Background: an optimization exercise with open tools, aiming at small area and a short achievable clock period. Do not read the settings as production practice. Only simulation tests tie the RTL to the original design; equivalence was not proved. Power figures rest on the tool's default switching activity, not on a simulated workload.

==> flow/design.v <==
module APB_INT_Count #(
    parameter DATA_WIDTH = 32,
    parameter ADDR_WIDTH = 16
)
(
    input  wire                     PCLK,
    input  wire                     PRESETn,
    input  wire                     PSEL,
    input  wire                     PENABLE,
    input  wire                     PWRITE,
    input  wire [ADDR_WIDTH-1:0]    PADDR,
    input  wire [DATA_WIDTH-1:0]    PWDATA,
    output reg  [DATA_WIDTH-1:0]    PRDATA,
    output reg                      PREADY,
    output reg                      PSLVERR,
    output wire                     linux_irq,
    output wire                     lim_irq,
    output wire                     itim_irq,
    input  wire                     linux_ack,
    input  wire                     lim_ack,
    input  wire                     itim_ack
);
    reg  [31:0] ctrl [1:3];
    reg  [31:0] cnt0 [1:3];           
    reg  [31:0] hist [1:3][1:9];      
    reg  [9:1]  fill [1:3];           
    reg         invalid_access;
    assign linux_irq = ctrl[1][0];
    assign lim_irq   = ctrl[2][0];
    assign itim_irq  = ctrl[3][0];
    wire [3:1] ack = {itim_ack, lim_ack, linux_ack};
    wire [3:1] irq = {itim_irq, lim_irq, linux_irq};
    wire       acc  = PSEL & PENABLE;
    wire       racc = acc & ~PWRITE;
    wire       nh0, nh1, nl, wacc3, racc3, qw, qr;
    g_nor4 u_nh0 (.a(PADDR[15:12]), .y(nh0));
    g_nor4 u_nh1 (.a(PADDR[11:8]),  .y(nh1));
    g_nor2 u_nl  (.a(PADDR[1:0]),   .y(nl));
    g_and3 u_wa  (.a({PSEL, PENABLE, PWRITE}), .y(wacc3));
    g_and3 u_ra  (.a({PSEL, PENABLE, ~PWRITE}), .y(racc3));
    g_and4 u_qw  (.a({nh0, nh1, nl, wacc3}), .y(qw));
    g_and4 u_qr  (.a({nh0, nh1, nl, racc3}), .y(qr));
    wire       hi0 = nh0 & nh1 & nl;
    wire [7:0] pa, pb;
    genvar gi;
    generate
        for (gi = 0; gi < 8; gi = gi + 1) begin : g_pre
            wire [2:0] kk = gi;
            g_and3 u_pa (.a(PADDR[7:5] ~^ kk), .y(pa[gi]));
            g_and3 u_pb (.a(PADDR[4:2] ~^ kk), .y(pb[gi]));
        end
    endgenerate
    wire [47:0] dw;
    generate
        for (gi = 0; gi < 48; gi = gi + 1) begin : g_dw
            assign dw[gi] = pa[gi >> 3] & pb[gi & 7];
        end
    endgenerate
    wire [3:1] wr_ctrl, load;
    g_and3 u_wc1 (.a({qw, pa[0], pb[1]}), .y(wr_ctrl[1]));
    g_and3 u_wc2 (.a({qw, pa[0], pb[2]}), .y(wr_ctrl[2]));
    g_and3 u_wc3 (.a({qw, pa[0], pb[3]}), .y(wr_ctrl[3]));
    g_and3 u_ld1 (.a({qw, pa[0], pb[4]}), .y(load[1]));
    g_and3 u_ld2 (.a({qw, pa[2], pb[0]}), .y(load[2]));
    g_and3 u_ld3 (.a({qw, pa[4], pb[0]}), .y(load[3]));
    wire [3:0] lo = PADDR[5:2];
    wire       wvalid = hi0 & (dw[0] | dw[1] | dw[2] | dw[3] | dw[4] | dw[16] | dw[32]);
    wire       rvalid = hi0 & ((PADDR[7:6] == 2'b00) & (lo <= 4'd13)
                             | (PADDR[7:6] == 2'b01) & (lo <= 4'd9)
                             | (PADDR[7:6] == 2'b10) & (lo <= 4'd9));
    localparam NSRC = 34;
    wire [NSRC-1:0] rsel;
    wire [31:0]     rsrc [0:NSRC-1];
    assign rsel[0] = dw[0];                                     
    assign rsrc[0] = 32'h0000_0001;
    function integer cbase;
        input integer ch;
        cbase = (ch == 1) ? 4 : (ch == 2) ? 16 : 32;
    endfunction
    genvar rc, rs;
    generate
        for (rc = 1; rc <= 3; rc = rc + 1) begin : g_rsel
            assign rsel[rc] = dw[rc];
            assign rsrc[rc] = ctrl[rc];
            assign rsel[rc + 3] = dw[cbase(rc)];
            assign rsrc[rc + 3] = cnt0[rc];
            for (rs = 1; rs <= 9; rs = rs + 1) begin : g_hist
                assign rsel[6 + (rc - 1) * 9 + rs] = dw[cbase(rc) + rs] & fill[rc][rs];
                assign rsrc[6 + (rc - 1) * 9 + rs] = hist[rc][rs];
            end
        end
    endgenerate
    wire [31:0] rmux_n;
    genvar rb, rk;
    generate
        for (rb = 0; rb < 32; rb = rb + 1) begin : g_rbit
            wire [NSRC-1:0] d;
            for (rk = 0; rk < NSRC; rk = rk + 1) begin : g_k
                assign d[rk] = rsrc[rk][rb];
            end
            rd_bit_n u_rd (.sel(rsel), .d(d), .qn(rmux_n[rb]));
        end
    endgenerate
    wire [31:0] rdata = ({32{qr}} & ~rmux_n) | ({32{~racc}} & PRDATA);
    genvar gc;
    integer k;
    generate
        for (gc = 1; gc <= 3; gc = gc + 1) begin : g_ch
            wire shift = ack[gc] & ~irq[gc] & ~load[gc];
            wire [31:0] cnt0_d;
            cnt_next u_cnt (.q(cnt0[gc]), .pw(PWDATA), .rstn(PRESETn), .load(load[gc]),
                            .inc(irq[gc]), .clr(ack[gc]), .d(cnt0_d));
            always @(posedge PCLK)
                cnt0[gc] <= cnt0_d;
            always @(posedge PCLK) begin
                if (!PRESETn)
                    fill[gc] <= 9'd0;
                else if (shift)
                    fill[gc] <= {fill[gc][8:1], 1'b1};
            end
            always @(posedge PCLK) begin
                if (shift) begin
                    hist[gc][1] <= cnt0[gc];
                    for (k = 2; k <= 9; k = k + 1)
                        hist[gc][k] <= hist[gc][k - 1];
                end
            end
        end
    endgenerate
    integer c;
    always @(posedge PCLK or negedge PRESETn) begin
        if (!PRESETn) begin
            ctrl[1] <= 32'd0;
            ctrl[2] <= 32'd0;
            ctrl[3] <= 32'd0;
            PRDATA <= 32'd0;
            PREADY <= 1'b0;
            PSLVERR <= 1'b0;
            invalid_access <= 1'b0;
        end else begin
            for (c = 1; c <= 3; c = c + 1) begin
                if (wr_ctrl[c])
                    ctrl[c] <= PWDATA;
                else if (ack[c])
                    ctrl[c][0] <= 1'b0;
            end
            PRDATA <= rdata;
            invalid_access <= acc & ~(PWRITE ? wvalid : rvalid);
            PREADY <= acc & ~invalid_access;
            PSLVERR <= acc & invalid_access;
        end
    end
endmodule
module rd_bit_n (
    input  wire [33:0] sel,
    input  wire [33:0] d,
    output wire        qn
);
    wire [11:0] t;
    genvar i;
    generate
        for (i = 0; i < 11; i = i + 1) begin : g_aoi
            g_a222oi u_a (.a(sel[3 * i + 2:3 * i]), .b(d[3 * i + 2:3 * i]), .y(t[i]));
        end
    endgenerate
    g_nand2 u_last (.a({sel[33], d[33]}), .y(t[11]));
    wire [2:0] u;
    g_nand4 u_n0 (.a(t[3:0]),  .y(u[0]));
    g_nand4 u_n1 (.a(t[7:4]),  .y(u[1]));
    g_nand4 u_n2 (.a(t[11:8]), .y(u[2]));
    g_nor3  u_o  (.a(u), .y(qn));
endmodule
module cnt_next (
    input  wire [31:0] q,
    input  wire [31:0] pw,
    input  wire        rstn,
    input  wire        load,
    input  wire        inc,
    input  wire        clr,
    output wire [31:0] d
);
    wire [7:0]  g;
    wire [7:0]  gin;
    wire [31:0] c;
    genvar i;
    generate
        for (i = 0; i < 8; i = i + 1) begin : g_grp
            assign g[i] = &q[4 * i + 3:4 * i];
            if (i == 0) begin : g_first
                assign gin[i] = inc;
            end else begin : g_rest
                assign gin[i] = inc & (&g[i - 1:0]);
            end
            assign c[4 * i]     = gin[i];
            assign c[4 * i + 1] = gin[i] & q[4 * i];
            assign c[4 * i + 2] = gin[i] & q[4 * i] & q[4 * i + 1];
            assign c[4 * i + 3] = gin[i] & q[4 * i] & q[4 * i + 1] & q[4 * i + 2];
        end
    endgenerate
    wire ld   = rstn & load;
    wire keep = rstn & ~load & (inc | ~clr);
    assign d = ({32{ld}} & pw) | ({32{keep}} & (q ^ c));
endmodule
module g_nor4 (input wire [3:0] a, output wire y);
    assign y = ~|a;
endmodule
module g_nor2 (input wire [1:0] a, output wire y);
    assign y = ~|a;
endmodule
module g_and3 (input wire [2:0] a, output wire y);
    assign y = &a;
endmodule
module g_and4 (input wire [3:0] a, output wire y);
    assign y = &a;
endmodule
module g_a222oi (input wire [2:0] a, input wire [2:0] b, output wire y);
    assign y = ~|(a & b);
endmodule
module g_nand2 (input wire [1:0] a, output wire y);
    assign y = ~&a;
endmodule
module g_nand4 (input wire [3:0] a, output wire y);
    assign y = ~&a;
endmodule
module g_nor3 (input wire [2:0] a, output wire y);
    assign y = ~|a;
endmodule
export LEC_CHECK = 0
export CAP_MARGIN = 20
export CORE_MARGIN = 2
export CORE_UTILIZATION = 50
export CTS_BUF_LIST = sky130_fd_sc_hd__clkbuf_16
export CTS_CLUSTER_DIAMETER = 90
export CTS_CLUSTER_SIZE = 22
export PLACE_DENSITY = 0.7
export SETUP_SLACK_MARGIN = 5
export SLEW_MARGIN = 20
export SYNTH_HIERARCHICAL = 1
export SYNTH_MINIMUM_KEEP_SIZE = 0
create_clock -name core_clock -period 10.0 [get_ports {PCLK}]
standard.sh (not shown) runs the stock make flow with config.mk's settings and CLKGATE_MAP_FILE= SYNTH_SCRIPT=/design/flow/synth_recipe.tcl, a recipe that flattens the netlist after the stock synthesis.
==> flow/flow/run.sh <==
#!/bin/bash
set -euo pipefail
bash standard.sh SETUP_SLACK_MARGIN=6.5 'BUFFER_PORTS_ARGS=-buffer_cell sky130_fd_sc_hd__buf_2' finish > flow_make.log 2>&1
==> next run, changes <==
--- a/flow/config.mk
+++ b/flow/config.mk
@@ -8,9 +8,8 @@
 export CAP_MARGIN = 20
 export CORE_MARGIN = 2
-export CORE_UTILIZATION = 50
+export CORE_UTILIZATION = 40
 export CTS_BUF_LIST = sky130_fd_sc_hd__clkbuf_16
 export CTS_CLUSTER_DIAMETER = 90
 export CTS_CLUSTER_SIZE = 22
-export PLACE_DENSITY = 0.7
 export SETUP_SLACK_MARGIN = 5
 export SLEW_MARGIN = 20
Routed wire length rises by 1.2%.
Sequential cell count does not change.
Global-route usage went down by 5.2 points.
Clock-buffer cell count went down by 1.
Area after synthesis stays the same.
Die area increases by 25%.
Worst setup slack improved by 0.16 ns.
==> next run, changes <==
--- a/flow/config.mk
+++ b/flow/config.mk
@@ -8,8 +8,8 @@
 export CAP_MARGIN = 20
 export CORE_MARGIN = 2
-export CORE_UTILIZATION = 40
+export CORE_UTILIZATION = 45
 export CTS_BUF_LIST = sky130_fd_sc_hd__clkbuf_16
-export CTS_CLUSTER_DIAMETER = 90
-export CTS_CLUSTER_SIZE = 22
+export CTS_CLUSTER_DIAMETER = 100
+export CTS_CLUSTER_SIZE = 26
 export SETUP_SLACK_MARGIN = 5
 export SLEW_MARGIN = 20
The changed run ran to the end with no violations.
Die area fell by 11%.
Clock power fell by 8.5%.
Design area is about the same.
Via count is higher by 1.3%.
Register-to-register slack degrades by 0.05 ns.
Total power decreases by 2.5%.
Synthesized area is unchanged.
Core utilization went up by 5.3 points.
Clock-buffer cell count drops by 8.
==> next run, changes <==
--- a/flow/config.mk
+++ b/flow/config.mk
@@ -8,8 +8,9 @@
 export CAP_MARGIN = 20
 export CORE_MARGIN = 2
-export CORE_UTILIZATION = 45
+export CORE_UTILIZATION = 55
 export CTS_BUF_LIST = sky130_fd_sc_hd__clkbuf_16
-export CTS_CLUSTER_DIAMETER = 100
-export CTS_CLUSTER_SIZE = 26
+export CTS_CLUSTER_DIAMETER = 90
+export CTS_CLUSTER_SIZE = 22
+export PLACE_DENSITY = 0.72
 export SETUP_SLACK_MARGIN = 5
 export SLEW_MARGIN = 20
Now the flow ran to the end with violations: antenna violations; sequential share of layout area came out higher by 0.30 points; routed wire length came out higher by 1.6%; power goes up by 2.5%; non-clock buffer count drops by 28; via count is higher by 2.3%; combinational power hardly moves; clock-buffer cell count climbs by 9; clock power grows by 8.8%; design area came out lower by 0.43%.
==> next run, changes <==
==> flow/flow/run.sh (replaced) <==
#!/bin/bash
set -euo pipefail
bash standard.sh SETUP_SLACK_MARGIN=6.8 'BUFFER_PORTS_ARGS=-buffer_cell sky130_fd_sc_hd__buf_2' finish > flow_make.log 2>&1
--- a/flow/config.mk
+++ b/flow/config.mk
@@ -8,9 +8,8 @@
 export CAP_MARGIN = 20
 export CORE_MARGIN = 2
-export CORE_UTILIZATION = 55
+export CORE_UTILIZATION = 40
 export CTS_BUF_LIST = sky130_fd_sc_hd__clkbuf_16
-export CTS_CLUSTER_DIAMETER = 90
-export CTS_CLUSTER_SIZE = 22
-export PLACE_DENSITY = 0.72
+export CTS_CLUSTER_DIAMETER = 100
+export CTS_CLUSTER_SIZE = 26
 export SETUP_SLACK_MARGIN = 5
 export SLEW_MARGIN = 20
With this change the flow went through all stages and came out clean; sequential cell count stays the same; power shrinks by about 0.8%; die area came out higher by 37%; critical path depth does not change; design area is higher by about 5%; routed wire length grows by 14%; via count increases by about 4%; global-route usage fell by 3.4 points; first-iteration DRC count rose by 0.78%.

afterwards: timing with drivers on the ports:
No port has a modelled driver above. Below, the same layouts with a new extraction and two added sets of constraints. Step 1 assumes that a clkbuf_16 drives the clock port and a buf_2 every other input. Step 2 also shifts input and output timing later by t, the mid clock arrival at the registers, as if the neighbouring blocks saw the same clock. Three values: no drivers, after step 1, after step 2; two values: the first two.
run	t (ns)	setup WS [ns]	clock arrival spread, ns	slew at the worst register clock pin (ns)
the first run	0.707	6.273 / 6.271 / 5.564	0.050 / 0.050	0.10 / 0.10
the second run	0.720	6.429 / 6.451 / 5.731	0.031 / 0.030	0.10 / 0.10
the third run	0.685	6.374 / 6.381 / 5.696	0.026 / 0.027	0.11 / 0.11
the fourth run	0.710	6.466 / 6.505 / 5.795	0.037 / 0.037	0.10 / 0.10
the fifth run	0.715	6.488 / 6.482 / 5.767	0.030 / 0.030	0.11 / 0.11
The setup slack of the fifth run, which loses most, moves by -0.006 ns with the drivers and by -0.721 ns with both steps.
